Background: an optimization exercise with open tools, aiming at small area, a short achievable clock period and few clock cycles. Do not read the settings as production practice.
Function was checked by simulation only, so behaviour that the tests miss may differ from the original.
Power figures rest on the tool's default switching activity, not on a simulated workload.

[flow/run.sh]
#!/bin/bash
# synth_recipe.tcl (not shown) runs the flow's synth.tcl, then flattens the netlist and writes it again
# the make line also repeats each setting of config.mk as NAME=value (left out here)
make -C /OpenROAD-flow-scripts/flow DESIGN_CONFIG=/design/flow/config.mk WORK_HOME=/design/flow/orfs CLKGATE_MAP_FILE= SYNTH_SCRIPT=/design/flow/synth_recipe.tcl finish
[flow/config.mk]
export PLATFORM = sky130hd
export DESIGN_NAME = cpu
export DESIGN_NICKNAME = cpu
export VERILOG_FILES = /design/flow/design.v
export SDC_FILE = /design/flow/constraint.sdc
export NUM_CORES = 4
export LEC_CHECK = 0
export CAP_MARGIN = 20
export CORE_MARGIN = 2
export CORE_UTILIZATION = 40
export SLEW_MARGIN = 20
[flow/constraint.sdc]
create_clock -name core_clock -period 8.0 [get_ports {clk}]
set_input_delay 1.6000 -clock core_clock [delete_from_list [all_inputs] [get_ports {clk}]]
set_output_delay 1.6000 -clock core_clock [all_outputs]
set_load 0.01 [all_outputs]
[flow/design.v]
`default_nettype none
typedef enum {
    ADD,
    SUB,
    AND,
    OR,
    XOR,
    SLL,
    SRL,
    SRA,
    EQ,
    NE,
    LT,
    LTU,
    GE,
    GEU
} alu_op_t;
module alu(
    input alu_op_t op,
    input [31:0] lhs,
    input [31:0] rhs,
    output logic [31:0] res);
    logic [4:0] shift_amt;
    assign shift_amt = rhs[4:0];
    always_comb begin
        case (op)
            ADD: res = lhs + rhs;
            SUB: res = lhs - rhs;
            AND: res = lhs & rhs;
            OR: res = lhs | rhs;
            XOR: res = lhs ^ rhs;
            SLL: res = lhs << shift_amt;
            SRL: res = lhs >> shift_amt;
            SRA: res = $signed(lhs) >>> shift_amt;
            EQ: res = lhs == rhs ? 32'h1 : 32'h0;
            NE: res = lhs != rhs ? 32'h1 : 32'h0;
            LT: res = $signed(lhs) < $signed(rhs) ? 32'h1 : 32'h0;
            LTU: res = lhs < rhs ? 32'h1 : 32'h0;
            GE: res = $signed(lhs) >= $signed(rhs) ? 32'h1 : 32'h0;
            GEU: res = lhs >= rhs ? 32'h1 : 32'h0;
            default: res = 32'h0;
        endcase
    end
endmodule
`default_nettype none
module register_file(
    input clk,
    input reset_n,
    input [4:0] read_addr1,
    output [31:0] read_data1,
    input [4:0] read_addr2,
    output [31:0] read_data2,
    input write_enable,
    input [4:0] write_addr,
    input [31:0] write_data);
    logic [31:0] regs[0:31];
    assign read_data1 = read_addr1 == 5'h0 ? 32'h0 : regs[read_addr1];
    assign read_data2 = read_addr2 == 5'h0 ? 32'h0 : regs[read_addr2];
    always_ff @(posedge clk) begin
        if (!reset_n) begin
        end
        else begin
            if (write_enable && write_addr != 0) begin
                regs[write_addr] <= write_data;
            end
        end
    end
endmodule
`default_nettype none
module read_buffer(
    input reset_n,
    input clk,
    input clear,
    input [31:0] mem_read_data,
    input mem_read_data_valid,
    output logic [1:0][31:0] data,
    output logic [1:0] count);
    logic [1:0] count_next;
    always_comb begin
        count_next = count;
        if (clear) begin
            count_next = 2'h0;
        end
        if (mem_read_data_valid) begin
            count_next = count + 2'h1;
        end
    end
    always_ff @(posedge clk) begin
        if (!reset_n) begin
            data <= 64'h0;
            count <= 2'h0;
        end
        else begin
            if (mem_read_data_valid) begin
                data[count[0]] <= mem_read_data;
            end
            count <= count_next;
        end
    end
endmodule
`default_nettype none
module load_unit(
    input reset_n,
    input clk,
    output read_ready,
    input read_req,
    input [31:0] read_addr,
    input [3:0] read_byte_enable,
    output logic [31:0] read_data,
    output logic read_data_valid,
    input mem_ready,
    output logic [31:0] mem_addr,
    output logic [3:0] mem_byte_enable,
    output logic mem_read_req,
    input [31:0] mem_read_data,
    input mem_read_data_valid);
    logic [31:0] read_data_next;
    logic read_data_valid_next;
    logic [31:0] mem_addr_next;
    logic [3:0] mem_byte_enable_next;
    logic mem_read_req_next;
    logic [7:0] read_word_byte_enable;
    logic [7:0] read_word_byte_enable_next;
    localparam STATE_IDLE = 2'h0;
    localparam STATE_LOAD_LOW = 2'h1;
    localparam STATE_LOAD_HIGH = 2'h2;
    logic [1:0] state;
    logic [1:0] state_next;
    logic [1:0] read_addr_low;
    logic [1:0] read_addr_low_next;
    assign read_ready = state == STATE_IDLE;
    logic [1:0][31:0] read_buffer_data;
    logic [1:0] read_buffer_count;
    read_buffer read_buffer0(
        .clk(clk),
        .reset_n(reset_n),
        .clear(read_req),
        .mem_read_data(mem_read_data),
        .mem_read_data_valid(mem_read_data_valid),
        .data(read_buffer_data),
        .count(read_buffer_count));
    always_comb begin
        read_data_next = read_data;
        read_data_valid_next = read_data_valid;
        mem_addr_next = mem_addr;
        mem_byte_enable_next = mem_byte_enable;
        mem_read_req_next = mem_read_req;
        read_word_byte_enable_next = read_word_byte_enable;
        state_next = state;
        read_addr_low_next = read_addr_low;
        read_data_valid_next = 0;
        case (state)
            STATE_IDLE: begin
                if (read_req) begin
                    read_addr_low_next = read_addr[1:0];
                    read_word_byte_enable_next = {4'h0, read_byte_enable} << read_addr_low_next;
                    mem_addr_next = {read_addr[31:2], 2'h0};
                    mem_byte_enable_next = read_word_byte_enable_next[3:0];
                    mem_read_req_next = 1;
                    state_next = STATE_LOAD_LOW;
                end
            end
            STATE_LOAD_LOW: begin
                if (mem_ready) begin
                    if (read_word_byte_enable[7:4] == 4'h0) begin
                        mem_read_req_next = 0;
                        if (read_buffer_count == 2'h1) begin
                            read_data_next = {read_buffer_data[1], read_buffer_data[0]} >> {read_addr_low, 3'h0};
                            read_data_valid_next = 1;
                            state_next = STATE_IDLE;
                        end
                    end
                    else begin
                        mem_addr_next = {mem_addr[31:2] + 30'h1, 2'h0};
                        mem_byte_enable_next = read_word_byte_enable[7:4];
                        state_next = STATE_LOAD_HIGH;
                    end
                end
            end
            STATE_LOAD_HIGH: begin
                if (mem_ready) begin
                    mem_read_req_next = 0;
                end
                if (!mem_read_req_next) begin
                    if (read_buffer_count == 2'h2) begin
                        read_data_next = {read_buffer_data[1], read_buffer_data[0]} >> {read_addr_low, 3'h0};
                        read_data_valid_next = 1;
                        state_next = STATE_IDLE;
                    end
                end
            end
        endcase
    end
    always @(posedge clk) begin
        if (!reset_n) begin
            read_data <= 32'h0;
            read_data_valid <= 0;
            mem_addr <= 32'h0;
            mem_byte_enable <= 4'h0;
            mem_read_req <= 0;
            read_word_byte_enable <= 8'h0;
            state <= STATE_IDLE;
            read_addr_low <= 2'h0;
        end
        else begin
            read_data <= read_data_next;
            read_data_valid <= read_data_valid_next;
            mem_addr <= mem_addr_next;
            mem_byte_enable <= mem_byte_enable_next;
            mem_read_req <= mem_read_req_next;
            read_word_byte_enable <= read_word_byte_enable_next;
            state <= state_next;
            read_addr_low <= read_addr_low_next;
        end
    end
endmodule
`default_nettype none
module store_unit(
    input clk,
    input reset_n,
    output write_ready,
    input write_req,
    input [31:0] write_addr,
    input [31:0] write_data,
    input [3:0] write_byte_enable,
    input mem_ready,
    output logic [31:0] mem_addr,
    output logic [31:0] mem_write_data,
    output logic [3:0] mem_byte_enable,
    output logic mem_write_req);
    logic [31:0] mem_addr_next;
    logic [31:0] mem_write_data_next;
    logic [3:0] mem_byte_enable_next;
    logic mem_write_req_next;
    logic [63:0] write_word;
    logic [63:0] write_word_next;
    logic [7:0] write_word_byte_enable;
    logic [7:0] write_word_byte_enable_next;
    localparam STATE_IDLE = 2'h0;
    localparam STATE_STORE_LOW = 2'h1;
    localparam STATE_STORE_HIGH = 2'h2;
    logic [1:0] state;
    logic [1:0] state_next;
    assign write_ready = state == STATE_IDLE;
    always_comb begin
        mem_addr_next = mem_addr;
        mem_write_data_next = mem_write_data;
        mem_byte_enable_next = mem_byte_enable;
        mem_write_req_next = mem_write_req;
        write_word_next = write_word;
        write_word_byte_enable_next = write_word_byte_enable;
        state_next = state;
        case (state)
            STATE_IDLE: begin
                if (write_req) begin
                    write_word_next = {32'h0, write_data} << {write_addr[1:0], 3'h0};
                    write_word_byte_enable_next = {4'h0, write_byte_enable} << write_addr[1:0];
                    mem_addr_next = {write_addr[31:2], 2'h0};
                    mem_write_data_next = write_word_next[31:0];
                    mem_byte_enable_next = write_word_byte_enable_next[3:0];
                    mem_write_req_next = 1;
                    state_next = STATE_STORE_LOW;
                end
            end
            STATE_STORE_LOW: begin
                if (mem_ready) begin
                    if (write_word_byte_enable[7:4] == 4'h0) begin
                        mem_write_req_next = 0;
                        state_next = STATE_IDLE;
                    end
                    else begin
                        mem_addr_next = {mem_addr[31:2] + 30'h1, 2'h0};
                        mem_write_data_next = write_word_next[63:32];
                        mem_byte_enable_next = write_word_byte_enable[7:4];
                        state_next = STATE_STORE_HIGH;
                    end
                end
            end
            STATE_STORE_HIGH: begin
                if (mem_ready) begin
                    mem_write_req_next = 0;
                    state_next = STATE_IDLE;
                end
            end
        endcase
    end
    always @(posedge clk) begin
        if (!reset_n) begin
            mem_addr <= 32'h0;
            mem_write_data <= 32'h0;
            mem_byte_enable <= 4'h0;
            mem_write_req <= 0;
            write_word <= 64'h0;
            write_word_byte_enable <= 8'h0;
            state <= STATE_IDLE;
        end
        else begin
            mem_addr <= mem_addr_next;
            mem_write_data <= mem_write_data_next;
            mem_byte_enable <= mem_byte_enable_next;
            mem_write_req <= mem_write_req_next;
            write_word <= write_word_next;
            write_word_byte_enable <= write_word_byte_enable_next;
            state <= state_next;
        end
    end
endmodule
`default_nettype none
module core(
    input reset_n,
    input clk,
    input mem_ready,
    output logic [31:0] mem_addr,
    output logic [3:0] mem_byte_enable,
    output logic mem_read_req,
    input [31:0] mem_read_data,
    input mem_read_data_valid,
    input load_unit_read_ready,
    output logic load_unit_read_req,
    output logic [31:0] load_unit_read_addr,
    output logic [3:0] load_unit_read_byte_enable,
    input [31:0] load_unit_read_data,
    input load_unit_read_data_valid,
    input store_unit_write_ready,
    output logic store_unit_write_req,
    output logic [31:0] store_unit_write_addr,
    output logic [31:0] store_unit_write_data,
    output logic [3:0] store_unit_write_byte_enable);
    logic [31:0] mem_addr_next;
    logic [3:0] mem_byte_enable_next;
    logic mem_read_req_next;
    logic load_unit_read_req_next;
    logic [31:0] load_unit_read_addr_next;
    logic [3:0] load_unit_read_byte_enable_next;
    logic [31:0] load_data;
    logic [31:0] load_data_next;
    logic store_unit_write_req_next;
    logic [31:0] store_unit_write_addr_next;
    logic [31:0] store_unit_write_data_next;
    logic [3:0] store_unit_write_byte_enable_next;
    logic [31:0] pc;
    logic [31:0] pc_next;
    logic [31:0] rs1_value;
    logic [31:0] rs2_value;
    logic rd_write_enable;
    logic [31:0] rd_write_value;
    register_file register_file0(
        .clk(clk),
        .reset_n(reset_n),
        .read_addr1(rs1),
        .read_data1(rs1_value),
        .read_addr2(rs2),
        .read_data2(rs2_value),
        .write_enable(rd_write_enable),
        .write_addr(rd),
        .write_data(rd_write_value));
    logic [63:0] cycle;
    logic [63:0] cycle_next;
    logic [63:0] instret;
    logic [63:0] instret_next;
    localparam STATE_INITIAL_INSTRUCTION_FETCH_SETUP = 3'h0;
    localparam STATE_ERROR = 3'h1;
    localparam STATE_INSTRUCTION_FETCH = 3'h2;
    localparam STATE_INSTRUCTION_DECODE = 3'h3;
    localparam STATE_MEM_LOAD = 3'h4;
    localparam STATE_MEM_LOAD_WAIT = 3'h5;
    localparam STATE_MEM_STORE = 3'h6;
    localparam STATE_REG_WRITEBACK = 3'h7;
    logic [2:0] state;
    logic [2:0] state_next;
    alu_op_t alu_op;
    alu_op_t alu_op_next;
    logic [31:0] alu_lhs;
    logic [31:0] alu_lhs_next;
    logic [31:0] alu_rhs;
    logic [31:0] alu_rhs_next;
    logic [31:0] alu_res;
    logic [31:0] instruction;
    logic [31:0] instruction_next;
    logic [6:0] opcode;
    logic [4:0] rd;
    logic [4:0] rs1;
    logic [4:0] rs2;
    logic [2:0] funct3;
    logic [31:0] load_offset;
    logic [31:0] store_offset;
    logic [31:0] jump_offset;
    logic [31:0] branch_offset;
    logic [31:0] i_immediate;
    logic [31:0] u_immediate;
    logic [11:0] csr;
    assign opcode = instruction[6:0];
    assign rd = instruction[11:7];
    assign rs1 = instruction[19:15];
    assign rs2 = instruction[24:20];
    assign funct3 = instruction[14:12];
    assign load_offset = {{20{instruction[31]}}, instruction[31:20]};
    assign store_offset = {{20{instruction[31]}}, {instruction[31:25], instruction[11:7]}};
    assign jump_offset = {{11{instruction[31]}}, {instruction[31], instruction[19:12], instruction[20], instruction[30:21]}, 1'b0};
    assign branch_offset = {{19{instruction[31]}}, instruction[31], instruction[7], instruction[30:25], instruction[11:8], 1'b0};
    assign i_immediate = {{20{instruction[31]}}, instruction[31:20]};
    assign u_immediate = {instruction[31:12], 12'h0};
    assign csr = instruction[31:20];
    alu alu0(
        .op(alu_op),
        .lhs(alu_lhs),
        .rhs(alu_rhs),
        .res(alu_res));
    always_comb begin
        mem_addr_next = mem_addr;
        mem_byte_enable_next = mem_byte_enable;
        mem_read_req_next = mem_read_req;
        load_unit_read_req_next = load_unit_read_req;
        load_unit_read_addr_next = load_unit_read_addr;
        load_unit_read_byte_enable_next = load_unit_read_byte_enable;
        load_data_next = load_data;
        store_unit_write_req_next = store_unit_write_req;
        store_unit_write_addr_next = store_unit_write_addr;
        store_unit_write_data_next = store_unit_write_data;
        store_unit_write_byte_enable_next = store_unit_write_byte_enable;
        pc_next = pc;
        rd_write_enable = 0;
        rd_write_value = 32'h0;
        cycle_next = cycle;
        instret_next = instret;
        state_next = state;
        alu_op_next = alu_op;
        alu_lhs_next = alu_lhs;
        alu_rhs_next = alu_rhs;
        instruction_next = instruction;
        cycle_next = cycle + 64'h1;
        case (state)
            STATE_INITIAL_INSTRUCTION_FETCH_SETUP: begin
                mem_addr_next = pc;
                mem_byte_enable_next = 4'hf;
                mem_read_req_next = 1;
                state_next = STATE_INSTRUCTION_FETCH;
            end
            STATE_ERROR: begin
            end
            STATE_INSTRUCTION_FETCH: begin
                if (mem_ready) begin
                    mem_read_req_next = 0;
                end
                if (!mem_read_req_next && mem_read_data_valid) begin
                    instruction_next = mem_read_data;
                    state_next = STATE_INSTRUCTION_DECODE;
                end
            end
            STATE_INSTRUCTION_DECODE: begin
                state_next = STATE_REG_WRITEBACK;
                case (funct3)
                    3'b000: alu_op_next = ADD;
                    3'b001: alu_op_next = SLL;
                    3'b010: alu_op_next = LT;
                    3'b011: alu_op_next = LTU;
                    3'b100: alu_op_next = XOR;
                    3'b101: alu_op_next = SRL;
                    3'b110: alu_op_next = OR;
                    3'b111: alu_op_next = AND;
                endcase
                alu_lhs_next = rs1_value;
                alu_rhs_next = rs2_value;
                case (opcode)
                    7'b0110111: begin
                    end
                    7'b0010111: begin
                        alu_op_next = ADD;
                        alu_lhs_next = u_immediate;
                        alu_rhs_next = pc;
                    end
                    7'b1101111: begin
                        alu_op_next = ADD;
                        alu_lhs_next = jump_offset;
                        alu_rhs_next = pc;
                    end
                    7'b1100111: begin
                        alu_op_next = ADD;
                        alu_rhs_next = i_immediate;
                    end
                    7'b1100011: begin
                        case (funct3)
                            3'b000: alu_op_next = EQ;
                            3'b001: alu_op_next = NE;
                            3'b100: alu_op_next = LT;
                            3'b101: alu_op_next = GE;
                            3'b110: alu_op_next = LTU;
                            3'b111: alu_op_next = GEU;
                            default: state_next = STATE_ERROR;
                        endcase
                    end
                    7'b0000011: begin
                        state_next = STATE_MEM_LOAD;
                        alu_op_next = ADD;
                        alu_rhs_next = load_offset;
                    end
                    7'b0100011: begin
                        state_next = STATE_MEM_STORE;
                        alu_op_next = ADD;
                        alu_rhs_next = store_offset;
                    end
                    7'b0010011: begin
                        alu_rhs_next = (funct3 == 3'b001 || funct3 == 3'b101) ? {27'h0, rs2} : i_immediate;
                        if (funct3 == 3'b101 && instruction[30]) begin
                            alu_op_next = SRA;
                        end
                    end
                    7'b0110011: begin
                        if (funct3 == 3'b000 && instruction[30]) begin
                            alu_op_next = SUB;
                        end
                        else if (funct3 == 3'b101 && instruction[30]) begin
                            alu_op_next = SRA;
                        end
                    end
                    7'b0001111: begin
                    end
                    7'b1110011: begin
                        case (funct3)
                            3'b000: begin
                            end
                            3'b001, 3'b010, 3'b011, 3'b101, 3'b110, 3'b111: begin
                            end
                            default: state_next = STATE_ERROR;
                        endcase
                    end
                    default: state_next = STATE_ERROR;
                endcase
            end
            STATE_MEM_LOAD: begin
                state_next = STATE_MEM_LOAD_WAIT;
                load_unit_read_req_next = 1;
                load_unit_read_addr_next = alu_res;
                case (funct3)
                    3'b000, 3'b100: load_unit_read_byte_enable_next = 4'b0001;  
                    3'b001, 3'b101: load_unit_read_byte_enable_next = 4'b0011;  
                    3'b010: load_unit_read_byte_enable_next = 4'b1111;  
                endcase
            end
            STATE_MEM_LOAD_WAIT: begin
                if (load_unit_read_ready) begin
                    load_unit_read_req_next = 0;
                    if (load_unit_read_data_valid) begin
                        load_data_next = load_unit_read_data;
                        state_next = STATE_REG_WRITEBACK;
                    end
                end
            end
            STATE_MEM_STORE: begin
                state_next = STATE_REG_WRITEBACK;
                store_unit_write_req_next = 1;
                store_unit_write_addr_next = alu_res;
                store_unit_write_data_next = rs2_value;
                case (funct3)
                    3'b000: store_unit_write_byte_enable_next = 4'b0001;  
                    3'b001: store_unit_write_byte_enable_next = 4'b0011;  
                    3'b010: store_unit_write_byte_enable_next = 4'b1111;  
                endcase
            end
            STATE_REG_WRITEBACK: begin
                if (store_unit_write_ready) begin
                    store_unit_write_req_next = 0;
                end
                if (!store_unit_write_req_next) begin
                    state_next = STATE_INSTRUCTION_FETCH;
                    pc_next = pc + 32'h4;
                    case (opcode)
                        7'b0110111: begin
                            rd_write_enable = 1;
                            rd_write_value = u_immediate;
                        end
                        7'b0010111, 7'b0010011, 7'b0110011: begin
                            rd_write_enable = 1;
                            rd_write_value = alu_res;
                        end
                        7'b1101111: begin
                            rd_write_enable = 1;
                            rd_write_value = pc + 32'h4;
                            pc_next = alu_res;
                        end
                        7'b1100111: begin
                            rd_write_enable = 1;
                            rd_write_value = pc + 32'h4;
                            pc_next = {alu_res[31:1], 1'b0};
                        end
                        7'b1100011: begin
                            if (alu_res[0]) begin
                                pc_next = pc + branch_offset;
                            end
                        end
                        7'b0000011: begin
                            rd_write_enable = 1;
                            case (funct3)
                                3'b000: begin
                                    rd_write_value = {{24{load_data[7]}}, load_data[7:0]};
                                end
                                3'b100: begin
                                    rd_write_value = {24'b0, load_data[7:0]};
                                end
                                3'b001: begin
                                    rd_write_value = {{16{load_data[15]}}, load_data[15:0]};
                                end
                                3'b101: begin
                                    rd_write_value = {16'b0, load_data[15:0]};
                                end
                                3'b010: begin
                                    rd_write_value = load_data;
                                end
                            endcase
                        end
                        7'b1110011: begin
                            case (funct3)
                                3'b001, 3'b010, 3'b011, 3'b101, 3'b110, 3'b111: begin
                                    rd_write_enable = 1;
                                    case (csr)
                                        12'hc00, 12'hc01: rd_write_value = cycle[31:0];  
                                        12'hc02: rd_write_value = instret[31:0];  
                                        12'hc80, 12'hc81: rd_write_value = cycle[63:32];  
                                        12'hc82: rd_write_value = instret[63:32];  
                                        default: state_next = STATE_ERROR;
                                    endcase
                                end
                            endcase
                        end
                    endcase
                    if (pc_next[1:0] != 2'b0) begin
                        state_next = STATE_ERROR;
                    end
                    else begin
                        mem_addr_next = pc_next;
                        mem_byte_enable_next = 4'hf;
                        mem_read_req_next = 1;
                        instret_next = instret + 64'h1;
                    end
                end
            end
            default: state_next = STATE_ERROR;
        endcase
    end
    always_ff @(posedge clk) begin
        if (!reset_n) begin
            mem_addr <= 32'h0;
            mem_byte_enable <= 4'h0;
            mem_read_req <= 0;
            load_unit_read_req <= 0;
            load_unit_read_addr <= 32'h0;
            load_unit_read_byte_enable <= 4'h0;
            load_data <= 32'h0;
            store_unit_write_req <= 0;
            store_unit_write_addr <= 32'h0;
            store_unit_write_data <= 32'h0;
            store_unit_write_byte_enable <= 4'h0;
            pc <= 32'h10000000;
            cycle <= 64'h0;
            instret <= 64'h0;
            state <= STATE_INITIAL_INSTRUCTION_FETCH_SETUP;
            alu_op <= ADD;
            alu_lhs <= 32'h0;
            alu_rhs <= 32'h0;
            instruction <= 32'h0;
        end
        else begin
            mem_addr <= mem_addr_next;
            mem_byte_enable <= mem_byte_enable_next;
            mem_read_req <= mem_read_req_next;
            load_unit_read_req <= load_unit_read_req_next;
            load_unit_read_addr <= load_unit_read_addr_next;
            load_unit_read_byte_enable <= load_unit_read_byte_enable_next;
            load_data <= load_data_next;
            store_unit_write_req <= store_unit_write_req_next;
            store_unit_write_addr <= store_unit_write_addr_next;
            store_unit_write_data <= store_unit_write_data_next;
            store_unit_write_byte_enable <= store_unit_write_byte_enable_next;
            pc <= pc_next;
            cycle <= cycle_next;
            instret <= instret_next;
            state <= state_next;
            alu_op <= alu_op_next;
            alu_lhs <= alu_lhs_next;
            alu_rhs <= alu_rhs_next;
            instruction <= instruction_next;
        end
    end
endmodule
`default_nettype none
module cpu(
    input reset_n,
    input clk,
    input mem_ready,
    output logic [31:0] mem_addr,
    output [31:0] mem_write_data,
    output logic [3:0] mem_byte_enable,
    output logic mem_write_req,
    output logic mem_read_req,
    input [31:0] mem_read_data,
    input mem_read_data_valid);
    logic load_unit_read_ready;
    logic load_unit_read_req;
    logic [31:0] load_unit_read_addr;
    logic [3:0] load_unit_read_byte_enable;
    logic [31:0] load_unit_read_data;
    logic load_unit_read_data_valid;
    logic load_unit_mem_ready;
    logic [31:0] load_unit_mem_addr;
    logic [3:0] load_unit_mem_byte_enable;
    logic load_unit_mem_read_req;
    load_unit load_unit0(
        .reset_n(reset_n),
        .clk(clk),
        .read_ready(load_unit_read_ready),
        .read_req(load_unit_read_req),
        .read_addr(load_unit_read_addr),
        .read_byte_enable(load_unit_read_byte_enable),
        .read_data(load_unit_read_data),
        .read_data_valid(load_unit_read_data_valid),
        .mem_ready(load_unit_mem_ready),
        .mem_addr(load_unit_mem_addr),
        .mem_byte_enable(load_unit_mem_byte_enable),
        .mem_read_req(load_unit_mem_read_req),
        .mem_read_data(mem_read_data),
        .mem_read_data_valid(mem_read_data_valid));
    logic store_unit_write_req;
    logic [31:0] store_unit_write_addr;
    logic [31:0] store_unit_write_data;
    logic [3:0] store_unit_write_byte_enable;
    logic store_unit_write_ready;
    logic store_unit_mem_ready;
    logic [31:0] store_unit_mem_addr;
    logic [3:0] store_unit_mem_byte_enable;
    logic store_unit_mem_write_req;
    store_unit store_unit0(
        .clk(clk),
        .reset_n(reset_n),
        .write_ready(store_unit_write_ready),
        .write_req(store_unit_write_req),
        .write_addr(store_unit_write_addr),
        .write_data(store_unit_write_data),
        .write_byte_enable(store_unit_write_byte_enable),
        .mem_ready(store_unit_mem_ready),
        .mem_addr(store_unit_mem_addr),
        .mem_write_data(mem_write_data),
        .mem_byte_enable(store_unit_mem_byte_enable),
        .mem_write_req(store_unit_mem_write_req));
    logic core_mem_ready;
    logic [31:0] core_mem_addr;
    logic [3:0] core_mem_byte_enable;
    logic core_mem_read_req;
    core core0(
        .reset_n(reset_n),
        .clk(clk),
        .mem_ready(core_mem_ready),
        .mem_addr(core_mem_addr),
        .mem_byte_enable(core_mem_byte_enable),
        .mem_read_req(core_mem_read_req),
        .mem_read_data(mem_read_data),
        .mem_read_data_valid(mem_read_data_valid),
        .load_unit_read_ready(load_unit_read_ready),
        .load_unit_read_req(load_unit_read_req),
        .load_unit_read_addr(load_unit_read_addr),
        .load_unit_read_byte_enable(load_unit_read_byte_enable),
        .load_unit_read_data(load_unit_read_data),
        .load_unit_read_data_valid(load_unit_read_data_valid),
        .store_unit_write_ready(store_unit_write_ready),
        .store_unit_write_req(store_unit_write_req),
        .store_unit_write_addr(store_unit_write_addr),
        .store_unit_write_data(store_unit_write_data),
        .store_unit_write_byte_enable(store_unit_write_byte_enable));
    always_comb begin
        mem_addr = 32'h0;
        mem_byte_enable = 4'h0;
        mem_write_req = 0;
        mem_read_req = 0;
        load_unit_mem_ready = mem_ready;
        store_unit_mem_ready = mem_ready;
        core_mem_ready = mem_ready;
        if (load_unit_mem_read_req) begin
            mem_addr = load_unit_mem_addr;
            mem_byte_enable = load_unit_mem_byte_enable;
            mem_read_req = load_unit_mem_read_req;
            store_unit_mem_ready = 0;
            core_mem_ready = 0;
        end
        else if (store_unit_mem_write_req) begin
            mem_addr = store_unit_mem_addr;
            mem_byte_enable = store_unit_mem_byte_enable;
            mem_write_req = store_unit_mem_write_req;
            load_unit_mem_ready = 0;
            core_mem_ready = 0;
        end
        else if (core_mem_read_req) begin
            mem_addr = core_mem_addr;
            mem_byte_enable = core_mem_byte_enable;
            mem_read_req = core_mem_read_req;
            load_unit_mem_ready = 0;
            store_unit_mem_ready = 0;
        end
    end
endmodule
==> Flow_metrics.wiki <==
{| class="wikitable"
! Metric !! Value
|-
| Setup repair after global routing missed its margin || no
|-
| Die area || around 0.23 sq mm
|-
| CP Data Required Time || 8720 ps
|-
| Most area-hungry cell type in the Yosys netlist || sky130_fd_sc_hd__edfxtp_1
|-
| Post-DR wirelength/cell || 32.1 um
|-
| GRT Residual Overflow || 0
|-
| Post-CTS setup-driven buffer insertion count || 0
|-
| Nets || 7945
|-
| Worst Setup End Kind || flip-flop
|-
| LEAKAGE || approximately 30 nW
|-
| Fraction of the cycle the final worst path needs || between 80% and 90%
|-
| Most used DFF post-synth || sky130_fd_sc_hd__edfxtp_1
|-
| Data arrival time of the critical path || around 7500 ps
|-
| Number of buffers added on ports || between 100 and 150
|-
| Maximum number of pins on one net before global-route repair || ~220
|-
| H-tree depth || 4
|-
| Kind of start point of the critical path || flip-flop
|-
| Met3 Resource Use GR || around 6.4%
|-
| Clock sinks || 1700
|-
| Setup tns final || 0 ps
|-
| Met1 track demand over resource in global routing || between 30% and 40%
|-
| HP Class || reg2reg
|-
| GRT Overall Usage || slightly below 30%
|-
| Routability congestion estimate || approximately 1.1
|-
| Pwr/cell area || around 260 mW/mm^2
|-
| Half-perimeter wire length of the detailed placement result || 237 mm
|-
| Number of buffers created by CTS || 186
|-
| Worst Setup Path Type || reg2reg
|-
| Run status || timing/DRC/antenna clean
|-
| Yosys warning count || 7
|-
| Gate Count Post-Synth || slightly below 8000
|-
| Met2 usage || 45.6%
|-
| Maximum resistive drop on vdd || 227 uV
|-
| CTS tree || done
|-
| Resized cells post-CTS || 0
|-
| Detailed-route DRC error count || 0
|-
| Initial antenna violation count || 14
|-
| Vias || roughly 71000
|-
| Pre-CTS worst setup slack || 1560 ps
|-
| Area growth from synthesis to layout || 12.6%
|-
| Slew of the pin with the lowest slew margin || between 1000 and 1500 ps
|-
| Fraction of final layout cells sized beyond drive strength 1 || a little under a fifth
|-
| Insertion delay to the later sink of the worst-skew pair || a little under 900 ps
|-
| Async set-or-reset flop fraction in the synthesized netlist || 0%
|-
| Maxcap violations || 0
|-
| Flip-flop count of the largest register, all copies and words added || roughly 1000
|-
| Number of filler instances in the final layout || slightly above 20000
|-
| Sequential cell area in the final layout || 0.0443 sq mm
|-
| Global-route layer with the greatest usage || met2
|-
| Placeable core region || approximately 0.22 sq mm
|-
| Global-route wire length before repair || about 500 mm
|-
| Area share of the largest cell type after synthesis || 33.9%
|-
| Synth cell types || 92
|-
| Post-route antenna net violation count || 0
|-
| Headroom to the max-slew limit || between 10% and 20%
|-
| Max Fanout on Critical Path || 34
|-
| Cts-stage hold buffer count || 0
|-
| Fraction of the yosys area taken by sequential cells || between 40 and 50%
|-
| Total I/O pin count || 106
|-
| Register bit count reported by yosys || 1700
|-
| Least setup slack across all paths after layout || 1220 ps
|-
| Final number of setup-violating endpoints || 0
|-
| Sum of routed wire length over all layers || approximately 350 mm
|-
| Highest clock rate || roughly 150 MHz
|-
| Register with the most flip-flops || core0.register_file0.regs
|-
| Pins Over Slew Limit || 0
|-
| Area of combinational cells with multiple inputs || 0.0442 sq mm
|-
| Post-synthesis area per instance || 11.5 sq um
|-
| Starting Density || approximately 40%
|-
| Final count of hold timing violations || 0
|-
| First-iteration detailed-routing DRC count || 9564
|-
| Vias per std cell || between 6 and 7
|-
| Netlist area before placement || between 0.09 and 0.1 sq mm
|-
| Buffer levels on the longest clock path || 3
|-
| Std cell rows || approximately 170
|-
| Worst clock skew on the final layout || around 50 ps
|-
| Post-synth EDFFs || 1024
|-
| Buffer type at the clock tree root || sky130_fd_sc_hd__clkbuf_16
|-
| Die outline height || ~480 um
|-
| Area contributors post-synth || sky130_fd_sc_hd__edfxtp_1 34%, sky130_fd_sc_hd__mux4_2 17%, sky130_fd_sc_hd__dfxtp_1 15%
|-
| Min Clock Period, post-route || around 6800 ps
|-
| Clock transition at the register clock pins on the worst setup and hold paths after CTS || 70 ps
|-
| Die boundary width || 480 um
|-
| Registers with the most flip-flops || core0.register_file0.regs (1024), core0.cycle (64), core0.instret (64)
|-
| Most frequent cells after synthesis || 1024 x sky130_fd_sc_hd__edfxtp_1, 878 x sky130_fd_sc_hd__nand2_1, 749 x sky130_fd_sc_hd__nor2_1
|-
| Via count of the first global-routing pass || slightly below 70000
|-
| First-pass iteration count of the detailed router || 7
|-
| Most frequently used cell type in the post-synthesis netlist || sky130_fd_sc_hd__edfxtp_1
|}
[report_power, final]
part	switching [mW]	total (mW)	internal, mW
sequential	0.580	10.1	9.48
clock	3.73	8.94	5.21
combinational	4.98	7.30	2.32
total	9.29	26.3	17.0
[metal layers]
metal,share of wire (%),wire [um]
met4,6.4,22400
met3,9.8,34300
met5,0.015,54
met2,45,158000
met1,39,136000
[path summary, 6_finish.rpt]
kind	start	endpoint	slack, ps	cells past startpoint
hold / removal	load_unit0.read_data[6]$_SDFFE_PN0P_	core0.load_data[6]$_SDFFE_PN0P_	450	2
setup reg to reg	core0.alu_lhs[18]$_SDFFE_PN0N_	core0.instret[38]$_SDFFE_PN0P_	1220	14
hold reg to reg	load_unit0.read_data[6]$_SDFFE_PN0P_	core0.load_data[6]$_SDFFE_PN0P_	450	2
setup / recovery	core0.alu_lhs[18]$_SDFFE_PN0N_	core0.instret[38]$_SDFFE_PN0P_	1220	14
[cell families (layout without fill, tap and decap cells)]
family                     count (synthesis)  in the layout  synth area share, %
muxes                                    910            910                 19.7
xor gates and xnor gates                 125            125                 1.21
buffers and inverters                    806            821                 3.38
adders and majority gates                145            145                 2.03
DFF                                     1700           1700                 48.9
other                                      1             37              0.00414
and+or+nand+nor                         2387           2387                 11.7
AOI/OAI and AO/OA                       1802           1802                 13.0
[per-stage QoR]
step           util (%)  cells  power, mW  hold slack (ps)  cell area (sq um)
2_1_floorplan         -   7907       14.3              417              90700
3_3_place_gp       42.4  10600       17.3              438              95300
3_5_place_dp       42.4  10600       17.3              444              95400
4_1_cts            45.2  10900       26.2              453             102000
5_1_grt            45.3  10900       27.1              469             102000
6_report           45.3  10900       26.3              450             102000
[worst max-delay path, stage by stage (launching register included)]
cell	delay, ps
sky130_fd_sc_hd__dfxtp_1	610
sky130_fd_sc_hd__inv_1	190
sky130_fd_sc_hd__ha_1	550
sky130_fd_sc_hd__or4_1	680
sky130_fd_sc_hd__or4_4	630
sky130_fd_sc_hd__o21ai_1	150
sky130_fd_sc_hd__a21oi_1	70
sky130_fd_sc_hd__or4b_1	550
sky130_fd_sc_hd__a31oi_2	250
sky130_fd_sc_hd__o311ai_4	270
sky130_fd_sc_hd__o31ai_4	800
sky130_fd_sc_hd__nand3_2	780
sky130_fd_sc_hd__buf_4	440
sky130_fd_sc_hd__o311ai_0	440
sky130_fd_sc_hd__o41ai_1	180
[cell usage in the layout (no fill, tap or decap), drive strengths merged, types with 59 or more instances in the layout]
cell and instances:
a211oi 165, a21oi 611, a221oi 122, a22oi 83, and3 88, buf 209, clkbuf 246, clkdlybuf4s50 104
clkinv 69, dfxtp 676, edfxtp 1024, ha 142, inv 165, mux2 95, mux2i 124, mux4 691
nand2 878, nand2b 59, nand3 166, nor2 750, nor3 153, o211ai 70, o21ai 294, xor2 82
[cell type report]
cell class / count / area share, %
multi-input combinational: 5401 / 43.3
clock inverter: 101 / 1.21
timing repair buffer: 315 / 2.71
antenna: 5 / 0.0123
tap: 2992 / 3.67
clock buffer: 245 / 5.00
inverter: 160 / 0.596
sequential: 1700 / 43.5
Testbench counts, summed over its fixed seeds: cycles 398,543.

-- what the ideal ports hide --
The flow's constraints put no driver on any port. The routed layout listed below was extracted and timed again, unchanged, in two steps. Step 1 (the two cells are an assumption about what drives the block):
set clk [get_ports {clk}]
set_driving_cell -lib_cell sky130_fd_sc_hd__clkbuf_16 $clk
set_driving_cell -lib_cell sky130_fd_sc_hd__buf_2 [delete_from_list [all_inputs] $clk]
Step 2, shift: input delay + t, output delay - t, t = (earliest + latest rising clock arrival at the registers) / 2. This alone moves slack from input paths to output paths. Three values: no drivers, after step 1, after step 2; two values: the first two.
shift t [ns]: 0.942
slack for setup (ns): 1.224 / 1.224 / 1.224
hold slack, ns: 0.450 / 0.450 / 0.450
worst setup path after step 2: register to register
pins driven straight from the clock port: 1
After both steps setup and hold are still met in this run. For this run, drivers alone change the setup slack by 0.000 ns; drivers and shift together by 0.000 ns.
